This is an optimization exercise on Yosys and OpenROAD, whose aim is small area and a short achievable clock period, not a production implementation.
In this exercise RTL edits were held to simulation tests only and were not proved equivalent to the original.
No activity file was given, so power comes from the tool's default toggle rates.

==> flow/design.v, too long to show whole: its modules and the start of the top module <==
// module pe_mac: 1251 lines
// module fa: 4 lines
// module ha: 4 lines
// module gpc: 3 lines
// module bpc: 4 lines
// module result_sel: 15 lines
// module asum_zw: 780 lines
// module quant: 2568 lines
// module pe_blk64: 138 lines
module pe_blk64 (
	input  wire        clk,
	input  wire        reset,
	input  wire [31:0] cfg_m0_scale,
	input  wire [7:0]  cfg_index,
	input  wire [15:0] cfg_z_of_weight,
	input  wire [7:0]  cfg_z3,
	input  wire        valid_din,
	input  wire        final_din,
	input  wire [63:0] act_din,
	input  wire [63:0] ker_din_0, ker_din_1, ker_din_2, ker_din_3,
	input  wire [63:0] ker_din_4, ker_din_5, ker_din_6, ker_din_7,
	input  wire [31:0] bias_din_0, bias_din_1, bias_din_2, bias_din_3,
	input  wire [31:0] bias_din_4, bias_din_5, bias_din_6, bias_din_7,
	output wire [63:0] pass_ker_dout_0, pass_ker_dout_1, pass_ker_dout_2, pass_ker_dout_3,
	output wire [63:0] pass_ker_dout_4, pass_ker_dout_5, pass_ker_dout_6, pass_ker_dout_7,
	output wire signed [31:0] pass_bias_dout_0, pass_bias_dout_1, pass_bias_dout_2, pass_bias_dout_3,
	output wire signed [31:0] pass_bias_dout_4, pass_bias_dout_5, pass_bias_dout_6, pass_bias_dout_7,
	output wire [7:0]  q_result_dout,
	output wire        valid_dout
);
  // ...
==> flow/flow/run.sh <==
#!/bin/bash
set -euo pipefail
bash standard.sh SETUP_SLACK_MARGIN=6.0 "BUFFER_PORTS_ARGS=-buffer_cell sky130_fd_sc_hd__buf_2" CTS_CLUSTER_SIZE=25 CTS_CLUSTER_DIAMETER=60 finish > orfs_make.log 2>&1
==> flow/standard.sh <==
#!/bin/bash
# synth_recipe.tcl (not shown) runs the flow's synth.tcl, then flattens the netlist and writes it again
# the make line also repeats each setting of config.mk as NAME=value (left out here)
make -C /OpenROAD-flow-scripts/flow DESIGN_CONFIG=/design/flow/config.mk WORK_HOME=/design/flow/orfs CLKGATE_MAP_FILE= SYNTH_SCRIPT=/design/flow/synth_recipe.tcl "${@:-finish}"
==> flow/config.mk <==
export PLATFORM = sky130hd
export DESIGN_NAME = pe_blk64
export DESIGN_NICKNAME = pe_blk64
export VERILOG_FILES = /design/flow/design.v
export SDC_FILE = /design/flow/constraint.sdc
export NUM_CORES = 4
export LEC_CHECK = 0
export CAP_MARGIN = 20
export CORE_MARGIN = 2
export CORE_UTILIZATION = 50
export PLACE_DENSITY = 0.62
export SLEW_MARGIN = 20
export SYNTH_HIERARCHICAL = 1
export SYNTH_MINIMUM_KEEP_SIZE = 0
==> flow/constraint.sdc <==
create_clock -name core_clock -period 10.0 [get_ports {clk}]
set_input_delay 2.0000 -clock core_clock [delete_from_list [all_inputs] [get_ports {clk}]]
set_output_delay 2.0000 -clock core_clock [all_outputs]
set_load 0.01 [all_outputs]
==> flow_summary.toml, run 1 <==
[placement]
dp_hpwl_um = 730000
place_ws_ps = 5580

[cells_and_area]
buffers_excl_clock = 1849
diodes = 59
regArea_mm2 = 0.0666
final_cells = 26326

[clock_tree]
insertion_delay_ps = 1020
cts.htree.levels = 5
cts_resized = 367
root_buffer = "clkbuf_16"
cts-buffers-inserted = 303

[floorplan]
fp.dieH_um = 674
row_count = 245
core_area_mm2 = 0.446

[timing]
rsz0062_at_grt = "yes"
min_period_ps = 4030
holdWs_ps = 311

[critical_path]
required_ps = 10890
worstPathArrival_ps = 4930
startpoint = "act_d[1][37]"
cp-start-kind = "register"

[route]
drc = 0
routed_via_density = 5.96
dr.pass1.iters = 8

[power]
totalPowerFinal_mw = 69.6
p_seq_mw = 20.7
powerDensity_mw_per_mm2 = 282
ir_worst_vdd_mv = 0.309
pwr-share-comb_pct = 51.7

[synthesis]
syn_inst = 19523

[status]
status = "complete, no violations"

[global_routing]
grt_start_max_net_pins = 130

[run]
max_cap_violations = 0

[min_path]
min_path_type = "register to register"
==> inputs of run 2 (changes only) <==
==> flow/flow/run.sh (replaced) <==
#!/bin/bash
set -euo pipefail
bash standard.sh SETUP_SLACK_MARGIN=6.3 "BUFFER_PORTS_ARGS=-buffer_cell sky130_fd_sc_hd__buf_2" CTS_CLUSTER_SIZE=25 CTS_CLUSTER_DIAMETER=60 finish > orfs_make.log 2>&1
==> run 2 against run 1 <==
  * Still clean on timing, DRC and antenna
  * Clock skew decreased by 7.8 ps
  * Area after synthesis unchanged
  * Clock-buffer cell count rose by 6
  * Via count up 1.2%
  * Power rose by 2.0%
  * Combinational power increased by 4%
  * Design area up 2.3%
  * Global-route usage rose by 0.53 points
  * Sequential power about the same
  * Clock power barely moved
  * Register-to-register slack better by 90 ps
  * Synthesized cell count unchanged
  * Largest cell class unchanged
==> flow_summary.toml, run 2 <==
[critical_path]
required_ps = 10850
cp-start-kind = "register"
worstSetupPathType = "register to register"
worstPathArrival_ps = 4790
slowest_stage = "fa_1"
r2r_slack_ps = 6060
cp_num_buf_inv = 3
path_delay_family = "adder cells"
r2r_cells = 13
crit_top_cell = "a21o_1"
cp-end-kind = "register"
crit_path_cell_trace = "buf_12, fa_2, fa_2, fa_1, fa_1, ha_4, a21o_1, a21o_1, buf_4, buf_6, a21o_1, a21o_1, xor2_1"
reg2reg_from = "act_d[1][5]"
r2r_end = "uz.asum[13]"
path_max_fanout = 10
slowest_delay_ps = 560

[timing]
rsz0062_at_grt = "yes"
setup-tns-final_ps = 0
min_period_ps = 3940
slew_violations = 0
relSlewSlack_pct = 18.1
finalCritPeriodShare_pct = 39.4
worst_pin_slew_ps = 1230
setup_violations = 0
hold_viol = 0
max_freq_ghz = 0.254
clock_skew_ps = 60.0

[synthesis]
syn_area_per_cell_um2 = 11.5
syn_inst = 19523
post_synth_instance_area_mm2 = 0.224
synth_warnings = 20

[min_path]
hold_end = "qd[11][6]"
hold_depth = 0
hold_start = "qd[10][6]"
min_path_type = "register to register"

[clock_tree]
root_buffer = "clkbuf_16"
cts.htree.levels = 5
cts_hold_repair.buffers = 0
insertion_delay_ps = 1000
clock_sinks = 3268
cts_buffer_depth = 4
cts_tree = "yes"
path_clk_slew_ps = 90
cts-buffers-inserted = 308

[cells_and_area]
drive_above_1_share_pct = 20.7
final_cells = 26556
n_fill_cell = 37898
final_common_cell = "fa_1"
fin_nets = 26505
final_cell_mix = "fa_1 (4,831), nand2_1 (4,182), dfxtp_1 (2,212), buf_2 (1,567), inv_1 (957)"
top_regs = "act_d x512, ker_r x512"
utilization_pct = 56.7
syn_to_final_growth_pct = 12.8

[floorplan]
fp.dieW_um = 674
fp.dieH_um = 674
io_pins = 1677
dieArea_mm2 = 0.454
row_count = 245
initial_core_util_pct = 50.3
core_area_mm2 = 0.446

[status]
status = "complete, no violations"

[route]
dr.pass1.iters = 7
finalWirelength_um = 916000
drc = 0
drtIter0Drc = 19642
vias = 158861
drtAntennaViolNets = 0
wl_per_cell_um = 34.5
routed_via_density = 5.98

[placement]
dpl.cell_count = 25663
routabilityCongestion = 1.04
port_buffers = 1673
dp_hpwl_um = 731000

[global_routing]
grt_pass1_vias = 166988
overflow = 0
globalRouteTotalUtil_pct = 40.1
grt_pass1_wl_um = 1270000
grt_start_max_net_pins = 121
antenna_found_initial = 141

[power]
p_leak_nw = 84.7
powerDensity_mw_per_mm2 = 281
ir_worst_vdd_mv = 0.349
totalPowerFinal_mw = 71.0

[run]
max_cap_violations = 0
run 2: worst register-to-register path, delay by kind of cell, from the launching register on:
kind | cells | cell delay, ps
AOI/OAI and AO/OA | 4 | 700
xor gates and xnor gates | 1 | 140
adders and majority gates | 5 | 2260
buffers and inverters | 3 | 380
DFF | 1 | 330
run 2: repair_timing:
action                                   CTS  global route
resized for setup                       1742           199
pin swaps                                 53            45
hold endpoints to repair                   0             0
endpoints found under the setup margin   877           136
gates cloned                               0             0
setup buffers                            235            47
run 2: area by class of cell:
class | count | area (um2) | area share (%)
Timing Repair Buffer | 2078 | 12400 | 4.91
Inverter | 977 | 3690 | 1.46
Clock buffer | 335 | 8080 | 3.19
Sequential cell | 3268 | 68900 | 27.3
Multi-Input combinational cell | 13694 | 149000 | 58.8
Clock inverter | 230 | 3480 | 1.38
Antenna cell | 46 | 115 | 0.0455
Tap cell | 5928 | 7420 | 2.93
run 2: worst max path at each step:
stage | startpoint | endpoint | slack [ps] | depth (start not counted)
after CTS | act_d[1][37] | uz.asum[17] | 6070 | 12
after global placement | act_d[1][33] | uz.asumn[10] | 5550 | 11
final | act_d[1][5] | uz.asum[13] | 6060 | 13
after floorplan | clra | uz.asumn[17] | 6180 | 14
after detailed placement | act_d[1][33] | uz.asumn[10] | 5570 | 11
after global routing | act_d[1][4] | uz.asumn[17] | 6000 | 12
run 2: per-stage QoR:
| stage | setup slack [ps] | hold slack, ps | instance area (um2) |
|---|---|---|---|
| floorplan | 6180 | 310 | 224000 |
| global placement | 5550 | 310 | 235000 |
| detailed placement | 5570 | 312 | 235000 |
| CTS | 6070 | 331 | 252000 |
| global route | 6000 | 337 | 253000 |
| finish | 6060 | 330 | 253000 |
run 2: power by group:
group          switching, mW  internal [mW]  total, mW  leakage (nW)
registers               3.70           16.8       20.5          27.7
logic                   21.1           16.3       37.4          51.4
clock network           6.41           6.78       13.2          5.55
total                   31.2           39.8       71.0          84.7
run 2: per-layer routing:
metal	wire length (um)	GRT usage (%)	vias up
li1	-	-	61792
met1	332000	50.4	82066
met2	398000	59.7	11920
met3	112000	13.2	3005
met4	73500	26.0	78
met5	575	0.0319	-
==> inputs of run 3 (changes only) <==
==> flow/flow/run.sh (replaced) <==
#!/bin/bash
set -euo pipefail
bash standard.sh SETUP_SLACK_MARGIN=6.0 "BUFFER_PORTS_ARGS=-buffer_cell sky130_fd_sc_hd__buf_1" CTS_CLUSTER_SIZE=25 CTS_CLUSTER_DIAMETER=60 finish > orfs_make.log 2>&1
==> run 3 against run 2 <==
  * Still clean
  * Sequential share of layout area shrank 0.080 points
  * Via count fell by 1.3%
  * Design area down 3.1%
  * Fmax fell by 3.0%
  * Global-route usage shrank 0.90 points
  * Register-to-register slack got worse by 110 ps
  * Hold slack worse by 4.7 ps
  * Non-clock buffer count fell by 260
  * Core utilization is 1.7 points lower
  * Sequential cell count unchanged
  * Critical path type is now register to primary output
==> flow_summary.toml, run 3 <==
[global_routing]
overflow = 0
grt_start_max_net_pins = 130
antenna_found_initial = 118
grtUsageMet3_pct = 12.2
grt_pass1_vias = 165306
globalRouteTotalUtil_pct = 39.2
gr-usage-met2_pct = 58.4
grt_pass1_wl_um = 1240000
use_met1_pct = 50.1
grt-busiest-layer = "met2"

[clock_tree]
clock_sinks = 3268
cts_tree = "yes"
path_clk_slew_ps = 80
insertion_delay_ps = 1030
cts_buffer_depth = 4
cts.htree.levels = 5
root_buffer = "clkbuf_16"
cts-buffers-inserted = 300
cts_hold_repair.buffers = 0

[route]
drtAntennaViolNets = 0
vias = 156868
finalWirelength_um = 895000
wl_per_cell_um = 34.0
drtIter0Drc = 19041
routed_via_density = 5.96
drc = 0
dr.pass1.iters = 10

[critical_path]
crit_path_cell_trace = "clkbuf_2"
required_ps = 8000
worstSetupPathType = "register to primary output"
path_delay_family = "flip-flops"
cp_num_buf_inv = 1
slowest_stage = "dfxtp_2"
slowest_delay_ps = 640
worstPathArrival_ps = 2060
path_max_fanout = 9
cp-start-kind = "register"
cp-end-kind = "primary output"

[cells_and_area]
n_fill_cell = 38868
fin_nets = 26237
top_regs = "act_d x512, ker_r x512"
drive_above_1_share_pct = 7.98
utilization_pct = 55.0
final_cell_mix = "fa_1 (4,903), nand2_1 (4,182), dfxtp_1 (2,850), buf_1 (1,619), inv_1 (968)"
syn_to_final_growth_pct = 9.30
final_common_cell = "fa_1"

[synthesis]
syn_inst = 19523
syn_area_per_cell_um2 = 11.5
post_synth_instance_area_mm2 = 0.224
synth_warnings = 20

[timing]
clock_skew_ps = 61.5
finalCritPeriodShare_pct = 40.6
worst_pin_slew_ps = 1260
min_period_ps = 4060
rsz0062_at_grt = "yes"
slew_violations = 0
relSlewSlack_pct = 15.7
max_freq_ghz = 0.246
setup-tns-final_ps = 0
hold_viol = 0
setup_violations = 0

[floorplan]
core_area_mm2 = 0.446
row_count = 245
io_pins = 1677
initial_core_util_pct = 50.3
dieArea_mm2 = 0.454
fp.dieH_um = 674
fp.dieW_um = 674

[status]
status = "complete, no violations"

[run]
max_cap_violations = 0

[power]
ir_worst_vdd_mv = 0.335
powerDensity_mw_per_mm2 = 284
p_leak_nw = 77.8

[min_path]
min_path_type = "register to register"

[placement]
port_buffers = 1673
dp_hpwl_um = 722000
routabilityCongestion = 1.07
run 3: path summary, 6_finish.rpt:
| path | start | endpoint | slack, ps | cells past startpoint |
|---|---|---|---|---|
| setup / recovery | ker_r[2][59] | pass_ker_dout_2[59] | 5940 | 1 |
| hold / removal | qd[9][2] | qd[10][2] | 330 | 0 |
| setup reg to reg | act_d[4][20] | pe[3].u.r1_42 | 5950 | 6 |
| hold reg to reg | qd[9][2] | qd[10][2] | 330 | 0 |
run 3: per-stage QoR:
stage          setup slack, ps  instance area, um2  std cells  power (mW)  hold WS (ps)
2_1_floorplan             6060              224000      19539        41.8           310
3_3_place_gp              5590              233000      25662        55.0           311
3_5_place_dp              5580              233000      25662        55.7           312
4_1_cts                   5800              244000      26214        68.9           327
5_1_grt                   5890              245000      26248        74.1           330
6_report                  5940              245000      26302        69.6           325
run 3: what timing repair did:
action	CTS	global route
gates resized for setup	429	102
cloned	0	1
setup endpoints to repair	316	82
pin swaps	1	7
buffers inserted	0	21
run 3: power breakdown:
part	leakage, nW	switching (mW)	internal [mW]	total, mW
registers	27.4	3.84	16.8	20.6
logic	45.0	20.5	15.5	36.0
clock network	5.43	6.33	6.67	13.0
total	77.8	30.6	39.0	69.6
run 3: area by class of cell:
cell class              instances  area (um2)  area share (%)
clock inverters               217        3190            1.30
inverters                     977        3670            1.50
repair buffers               1818        7650            3.12
diodes                         65         163          0.0664
multi-input cells           13694      148000            60.5
clock buffers                 335        8020            3.27
flip-flops and latches       3268       66600            27.2
well taps                    5928        7420            3.03
run 3: metal layers:
layer  vias up  wire length [um]
met1     80944            331000
met3      2905            106000
met5         -               660
met2     11686            389000
li1      61257                 -
met4        76             68700
==> inputs of run 4 (changes only) <==
--- a/flow/config.mk
+++ b/flow/config.mk
@@ -7,8 +7,8 @@
 export LEC_CHECK = 0
 export CAP_MARGIN = 20
 export CORE_MARGIN = 2
-export CORE_UTILIZATION = 50
-export PLACE_DENSITY = 0.62
+export CORE_UTILIZATION = 56
+export PLACE_DENSITY = 0.68
 export SLEW_MARGIN = 20
 export SYNTH_HIERARCHICAL = 1
 export SYNTH_MINIMUM_KEEP_SIZE = 0
==> run 4 against run 3 <==
  * Still clean on timing, DRC and antenna
  * Setup slack improved by 48 ps
  * Hold slack worse by 8.4 ps
  * Core utilization up 6.2 points
  * Clock-buffer cell count down 28
  * First-iteration DRC count up 3.3%
  * Synthesized cell count unchanged
  * Register-to-register slack improved by 50 ps
  * Fmax up 1.2%
  * Power fell by 0.94%
  * Critical endpoint is now pass_bias_dout_3[6]
  * Largest power group unchanged
==> flow_summary.toml, run 4 <==
[timing]
min_period_ps = 4020
hold_viol = 0
finalCritPeriodShare_pct = 40.2
setup_violations = 0
slew_violations = 0
clock_skew_ps = 62.9
rsz0062_at_grt = "yes"
worst_pin_slew_ps = 1320
relSlewSlack_pct = 11.7
max_freq_ghz = 0.249
setup-tns-final_ps = 0

[cells_and_area]
final_common_cell = "fa_1"
drive_above_1_share_pct = 7.47
top_regs = "act_d x512, ker_r x512"
final_cell_mix = "fa_1 (4,899), nand2_1 (4,182), dfxtp_1 (2,936), buf_1 (1,635), inv_1 (969)"
syn_to_final_growth_pct = 8.79
fin_nets = 26245
final_cells = 25615

[floorplan]
io_pins = 1677
fp.dieH_um = 637
core_area_mm2 = 0.399
row_count = 232
initial_core_util_pct = 56.2
fp.dieW_um = 637
dieArea_mm2 = 0.406

[global_routing]
grt_start_max_net_pins = 130
grt_pass1_wl_um = 1220000
overflow = 0
antenna_found_initial = 116
grt_pass1_vias = 166357
globalRouteTotalUtil_pct = 42.9

[clock_tree]
clock_sinks = 3268
cts_buffer_depth = 4
cts_hold_repair.buffers = 0
path_clk_slew_ps = 90
cts-buffers-inserted = 290
cts_tree = "yes"
root_buffer = "clkbuf_16"
insertion_delay_ps = 1010
cts.htree.levels = 5

[route]
dr.pass1.iters = 12
routed_via_density = 6.16
drtIter0Drc = 19665
finalWirelength_um = 873000
drtAntennaViolNets = 0
vias = 157740
drc = 0
wl_per_cell_um = 34.1

[critical_path]
startpoint = "bias_r[3][6]"
slowest_delay_ps = 690
worstPathArrival_ps = 2020
path_delay_family = "flip-flops"
required_ps = 8000
endpoint = "pass_bias_dout_3[6]"
reg2reg_from = "act_d[4][22]"
worstSetupPathType = "register to primary output"
cp-start-kind = "register"
slowest_stage = "dfxtp_1"
cp_num_buf_inv = 1
r2r_slack_ps = 6000
cp-end-kind = "primary output"
r2r_cells = 6
crit_path_cell_trace = "buf_2"
r2r_end = "pe[3].u.r1_42"
path_max_fanout = 2
crit_cells = 1

[power]
p_leak_nw = 77.7
powerDensity_mw_per_mm2 = 283
ir_worst_vdd_mv = 0.301

[synthesis]
syn_area_per_cell_um2 = 11.5
synth_warnings = 20
syn_inst = 19523
post_synth_instance_area_mm2 = 0.224

[status]
status = "complete, no violations"

[placement]
dp_hpwl_um = 697000
port_buffers = 1673
dpl.cell_count = 25007
routabilityCongestion = 1.03

[min_path]
min_path_type = "register to register"

[run]
max_cap_violations = 0
==> run 4: changes by cell type in the layout (fill, tap and decap cells not counted), moves of 9 or more <==
cell / before / now
buf_1: 1619 / 1635
buf_4: 130 / 145
clkbuf_16: 314 / 294
clkinv_16: 8 / 17
clkinv_8: 34 / 45
dfxtp_1: 2850 / 2936
dfxtp_2: 309 / 225
diode_2: 65 / 42
inv_6: 36 / 24
==> run 4: layout make-up <==
class / instances / area (um2)
multi-input cells: 13694 / 148000
clock inverters: 226 / 3560
well taps: 5265 / 6590
repair buffers: 1836 / 7720
inverters: 977 / 3670
fillers: 32664 / 155000
flip-flops and latches: 3268 / 66500
diodes: 42 / 105
clock buffers: 307 / 7460
==> run 4: what timing repair did <==
action | 4_1_cts | 5_1_grt
endpoints found under the setup margin | 215 | 76
setup buffers | 1 | 32
pin swaps | 4 | 23
gates resized for setup | 289 | 113
==> run 4: how the worst min path moves through the flow <==
stage / start / endpoint / slack, ps / depth (start not counted)
2_1_floorplan: qd[9][0] / qd[10][0] / 310 / 0
4_1_cts: qd[10][3] / qd[11][3] / 320 / 0
6_report: qd[10][3] / qd[11][3] / 320 / 0
3_3_place_gp: uq.q[6] / qd[9][6] / 310 / 0
5_1_grt: qd[10][3] / qd[11][3] / 320 / 0
3_5_place_dp: qd[10][2] / qd[11][2] / 310 / 0
==> run 4: stage by stage <==
step	cell area, um2	total power [mW]	util, %	worst slack (ps)	hold WS [ps]
finish	244000	69.0	61.1	5980	317
detailed placement	232000	55.2	58.1	5560	313
global placement	232000	54.3	58.1	5590	310
CTS	243000	68.2	61.0	5960	323
global route	244000	73.3	61.1	5950	324
floorplan	224000	41.8	-	6060	310
==> run 4: where the power goes <==
part	total [mW]	leakage (nW)	internal, mW	switching (mW)
logic	35.5	45.0	15.4	20.1
clock network	12.8	5.27	6.41	6.37
registers	20.7	27.4	16.8	3.90
==> run 4: routing by layer <==
| layer | track usage, % | share of wire, % |
|---|---|---|
| met1 | 54.5 | 36 |
| met2 | 63.2 | 43 |
| met3 | 16.2 | 13 |
| met4 | 24.2 | 7.1 |
| met5 | 0.886 | 0.077 |
==> inputs of run 5 (changes only) <==
--- a/flow/config.mk
+++ b/flow/config.mk
@@ -7,8 +7,8 @@
 export LEC_CHECK = 0
 export CAP_MARGIN = 20
 export CORE_MARGIN = 2
-export CORE_UTILIZATION = 56
-export PLACE_DENSITY = 0.68
+export CORE_UTILIZATION = 62
+export PLACE_DENSITY = 0.74
 export SLEW_MARGIN = 20
 export SYNTH_HIERARCHICAL = 1
 export SYNTH_MINIMUM_KEEP_SIZE = 0
==> run 5 against run 4 <==
  * Still clean on timing, DRC and antenna
  * Power increased by 0.83%
  * Clock skew increased by 2.3 ps
  * Cell count decreased by 1.9%
  * Register-to-register slack got worse by 60 ps
  * Global-route usage increased by 5.3 points
  * Design area decreased by 0.61%
  * Via count increased by 1.4%
  * Clock power decreased by 7%
  * Critical path type unchanged
  * Largest cell class unchanged
==> flow_summary.toml, run 5 <==
[critical_path]
worstSetupPathType = "register to primary output"
path_delay_family = "flip-flops"
cp_num_buf_inv = 1
path_max_fanout = 2
slowest_delay_ps = 650
slowest_stage = "dfxtp_1"
r2r_cells = 6
crit_cells = 1
reg2reg_from = "ker_r[6][10]"
required_ps = 8000
cp-start-kind = "register"
worstPathArrival_ps = 2100
crit_path_cell_trace = "buf_1"
startpoint = "bias_r[1][7]"
cp-end-kind = "primary output"

[route]
dr.pass1.iters = 10
drtAntennaViolNets = 0
routed_via_density = 6.37
drc = 0
finalWirelength_um = 879000
vias = 159997
wl_per_cell_um = 35.0
drtIter0Drc = 22014

[synthesis]
syn_area_per_cell_um2 = 11.5
synth_warnings = 20
post_synth_instance_area_mm2 = 0.224
syn_inst = 19523

[timing]
max_freq_ghz = 0.244
hold_viol = 0
slew_violations = 0
rsz0062_at_grt = "yes"
setup_violations = 0
min_period_ps = 4100
clock_skew_ps = 65.2
worst_pin_slew_ps = 1340
finalCritPeriodShare_pct = 41.0
setup-tns-final_ps = 0
relSlewSlack_pct = 10.6

[min_path]
hold_depth = 0
min_path_type = "register to register"
hold_start = "qd[13][3]"

[global_routing]
overflow = 0
grt_pass1_vias = 165076
grt_pass1_wl_um = 1220000
antenna_found_initial = 106
globalRouteTotalUtil_pct = 48.1
grt_start_max_net_pins = 130

[placement]
dp_hpwl_um = 714000
port_buffers = 1673
routabilityCongestion = 1.07

[clock_tree]
clock_sinks = 3268
cts_buffer_depth = 4
path_clk_slew_ps = 90
insertion_delay_ps = 990
cts_tree = "yes"
cts-buffers-inserted = 272
root_buffer = "clkbuf_16"
cts_hold_repair.buffers = 0
cts.htree.levels = 5

[power]
p_leak_nw = 77.4
powerDensity_mw_per_mm2 = 287
ir_worst_vdd_mv = 0.382
totalPowerFinal_mw = 69.5

[cells_and_area]
n_fill_cell = 27142
fin_nets = 26261
final_common_cell = "fa_1"
syn_to_final_growth_pct = 8.12
top_regs = "act_d x512, ker_r x512"
drive_above_1_share_pct = 7.02
final_cell_mix = "fa_1 (4,896), nand2_1 (4,182), dfxtp_1 (3,039), buf_1 (1,626), inv_1 (969)"

[run]
max_cap_violations = 0

[floorplan]
row_count = 220
core_area_mm2 = 0.359
initial_core_util_pct = 62.4
fp.dieW_um = 605
io_pins = 1677
dieArea_mm2 = 0.367
fp.dieH_um = 605

[status]
status = "complete, no violations"
## run 5: repair_timing
item                       CTS  global route
resized for setup          206            92
pin swaps                   10            10
setup endpoints to repair  169            76
setup buffers                3            29
cloned                       0             0
## run 5: layer usage
metal  vias to the layer above  GRT usage [%]  part of all wire [%]
met2                     13952           67.2                    41
met1                     81652           61.3                    35
met3                      3076           22.7                    16
met4                        82           28.0                   7.3
met5                         -              0                 0.078
li1                      61235              -                     -
## run 5: power breakdown
group | internal [mW] | total [mW] | leakage [nW] | switching [mW]
combinational | 15.8 | 37.1 | 45.2 | 21.3
sequential | 16.8 | 20.5 | 27.3 | 3.69
clock | 5.82 | 11.9 | 4.82 | 6.12
total | 38.4 | 69.5 | 77.4 | 31.1
## run 5: final timing paths
| kind | endpoint | slack, ps |
|---|---|---|
| hold / removal | qd[14][3] | 320 |
| setup reg to reg | pe[6].u.r1_5 | 5940 |
| hold reg to reg | qd[14][3] | 320 |
| setup / recovery | pass_bias_dout_1[7] | 5900 |
## run 5: metrics by stage
| step | instances | hold WS, ps | utilization (%) | area (um2) | setup slack, ps |
|---|---|---|---|---|---|
| after floorplan | 19539 | 310 | - | 224000 | 6060 |
| after global placement | 24550 | 310 | 64.4 | 231000 | 5630 |
| after detailed placement | 24550 | 312 | 64.4 | 231000 | 5620 |
| after CTS | 25048 | 321 | 67.3 | 242000 | 5950 |
| after global routing | 25082 | 329 | 67.4 | 242000 | 5930 |
| final | 25117 | 317 | 67.4 | 242000 | 5900 |
## run 5: final cells by class
cell class	instances	area, um2	share of cell area (%)
Antenna cell	40	100	0.0413
Multi-Input combinational cell	13694	148000	61.2
Clock buffer	294	7110	2.93
Sequential cell	3268	66300	27.4
Inverter	977	3670	1.51
Timing Repair Buffer	1870	8020	3.31
Clock inverter	201	2870	1.18
Tap cell	4773	5970	2.46
==> inputs of run 6 (changes only) <==
==> flow/flow/run.sh (replaced) <==
#!/bin/bash
set -euo pipefail
bash standard.sh SETUP_SLACK_MARGIN=6.15 "BUFFER_PORTS_ARGS=-buffer_cell sky130_fd_sc_hd__buf_1" CTS_CLUSTER_SIZE=25 CTS_CLUSTER_DIAMETER=60 finish > orfs_make.log 2>&1
--- a/flow/config.mk
+++ b/flow/config.mk
@@ -7,8 +7,8 @@
 export LEC_CHECK = 0
 export CAP_MARGIN = 20
 export CORE_MARGIN = 2
-export CORE_UTILIZATION = 62
-export PLACE_DENSITY = 0.74
+export CORE_UTILIZATION = 58
+export PLACE_DENSITY = 0.7
 export SLEW_MARGIN = 20
 export SYNTH_HIERARCHICAL = 1
 export SYNTH_MINIMUM_KEEP_SIZE = 0
==> run 6 against run 5 <==
  * Power down 0.74%
  * Via count about the same
  * Sequential share of layout area about the same
  * Clock-buffer cell count up 17
  * Wire length up 0.84%
  * Combinational power down 4%
  * Clock power up 6%
  * Sequential cell count unchanged
==> flow_summary.toml, run 6 <==
[status]
status = "complete, no violations"

[route]
routed_via_density = 6.24
drc = 0
dr.pass1.iters = 10
drtIter0Drc = 20659
wl_per_cell_um = 34.6
finalWirelength_um = 887000
vias = 160044
drtAntennaViolNets = 0

[floorplan]
fp.dieH_um = 626
row_count = 228
io_pins = 1677
fp.dieW_um = 626
core_area_mm2 = 0.385
dieArea_mm2 = 0.392
initial_core_util_pct = 58.2

[timing]
rsz0062_at_grt = "yes"
min_period_ps = 3930
clock_skew_ps = 54.7
setup_violations = 0
setup_ws_ps = 6070
worst_pin_slew_ps = 1400
finalCritPeriodShare_pct = 39.3
relSlewSlack_pct = 6.85
max_freq_ghz = 0.255
slew_violations = 0
hold_viol = 0
setup-tns-final_ps = 0

[critical_path]
slowest_stage = "fa_2"
cp-end-kind = "register"
slowest_delay_ps = 800
required_ps = 10890
worstSetupPathType = "register to register"
path_max_fanout = 9
cp-start-kind = "register"
reg2reg_from = "act_d[7][33]"
endpoint = "pe[6].u.r1_5"
crit_path_cell_trace = "nand2_1, fa_1, fa_1, fa_1, fa_1, fa_2"
worstPathArrival_ps = 4820
startpoint = "act_d[7][33]"
r2r_end = "pe[6].u.r1_5"
crit_top_cell = "fa_1"
r2r_cells = 6
r2r_slack_ps = 6070

[synthesis]
syn_area_per_cell_um2 = 11.5
synth_warnings = 20
post_synth_instance_area_mm2 = 0.224
syn_inst = 19523

[power]
powerDensity_mw_per_mm2 = 281
ir_worst_vdd_mv = 0.429
p_leak_nw = 78.1

[cells_and_area]
fin_nets = 26328
utilization_pct = 63.6
final_cell_mix = "fa_1 (4,870), nand2_1 (4,182), dfxtp_1 (2,520), buf_1 (1,655), inv_1 (956)"
top_regs = "act_d x512, ker_r x512"
final_common_cell = "fa_1"
syn_to_final_growth_pct = 9.36
final_cells = 25639
drive_above_1_share_pct = 10.1

[global_routing]
globalRouteTotalUtil_pct = 45.2
overflow = 0
antenna_found_initial = 139
grt_pass1_vias = 166630
grt_start_max_net_pins = 130
grt_pass1_wl_um = 1230000

[min_path]
min_path_type = "register to register"
hold_depth = 0

[clock_tree]
insertion_delay_ps = 1010
cts.htree.levels = 5
cts-buffers-inserted = 287
clock_sinks = 3268
path_clk_slew_ps = 90
root_buffer = "clkbuf_16"
cts_tree = "yes"
cts_buffer_depth = 4

[placement]
dp_hpwl_um = 708000
routabilityCongestion = 1.04
port_buffers = 1673
dpl.cell_count = 24959
place_ws_ps = 5650

[run]
max_cap_violations = 0
## run 6: worst min-delay path by stage
stage,endpoint,startpoint,slack (ps)
global placement,qd[9][7],uq.q[7],310
finish,qd[12][1],qd[11][1],330
detailed placement,qd[10][2],qd[9][2],310
global route,qd[10][6],qd[9][6],340
floorplan,qd[10][0],qd[9][0],310
CTS,qd[12][1],qd[11][1],330
## run 6: worst max-delay path: cells and delay by family, from the launching register on
kind | cells | cell delay (ps)
flip-flops | 1 | 790
adder cells (fa/ha/maj) | 5 | 2810
AND/OR/NAND/NOR | 1 | 170
## run 6: routing by layer
metal | part of all wire (%) | vias up | track usage [%]
li1 | - | 61426 | -
met1 | 37 | 82027 | 59.6
met2 | 42 | 13317 | 64.8
met3 | 13 | 3196 | 16.0
met4 | 7.3 | 78 | 26.2
met5 | 0.070 | - | 0.235
## run 6: through the flow
step	hold slack (ps)	total power [mW]	area, um2
after floorplan	310	41.9	224000
after global placement	313	54.1	232000
after detailed placement	312	55.1	232000
after CTS	331	68.0	244000
after global routing	336	73.3	245000
final	329	69.0	245000
## run 6: final cells by class
cell class	count	area [um2]
clock buffers	311	7520
inverters	977	3700
flip-flops and latches	3268	67100
clock inverters	220	3240
multi-input cells	13694	149000
fillers	30354	140000
diodes	72	180
well taps	5175	6470
repair buffers	1922	8490
## run 6: what timing repair did
item	in CTS	in global routing
pin swaps	25	44
hold buffers	0	0
resized for setup	711	215
buffers inserted	33	44
endpoints found under the setup margin	590	133
## run 6: power by group
group,total (mW),internal (mW),switching [mW]
clock network,12.6,6.21,6.37
logic,35.7,15.6,20.1
registers,20.7,16.8,3.88
total,69.0,38.6,30.4

==> separate check: timing with driven ports <==
Ports are ideal in the flow. The routed layouts listed here were re-timed in OpenROAD.
Step 1, drivers: a clkbuf_16 drives clk and a buf_2 each remaining input, both assumed.
Step 2 adds t to the input delays and takes it off the output delays; t is the mean of the earliest and latest rising clock arrival at the registers after step 1. Input paths then give back, and output paths get back, about the clock's delay inside the block.
Slacks: ideal / step 1 / step 2; pairs: ideal / step 1.
run | t (ns) | setup WS [ns] | worst setup path at the end | slew at the worst register clock pin (ns)
run 1 | 1.110 | 5.966 / 5.840 / 5.966 | register to register | 0.10 / 0.10
run 2 | 1.110 | 6.059 / 6.059 / 6.059 | register to register | 0.10 / 0.10
run 3 | 1.120 | 5.936 / 5.801 / 5.953 | register to register | 0.10 / 0.10
run 4 | 1.105 | 5.984 / 5.852 / 5.996 | register to register | 0.10 / 0.10
run 5 | 1.079 | 5.896 / 5.768 / 5.942 | register to register | 0.10 / 0.10
run 6 | 1.129 | 6.074 / 5.988 / 6.074 | register to register | 0.10 / 0.10
After both steps every run listed still meets setup and hold.
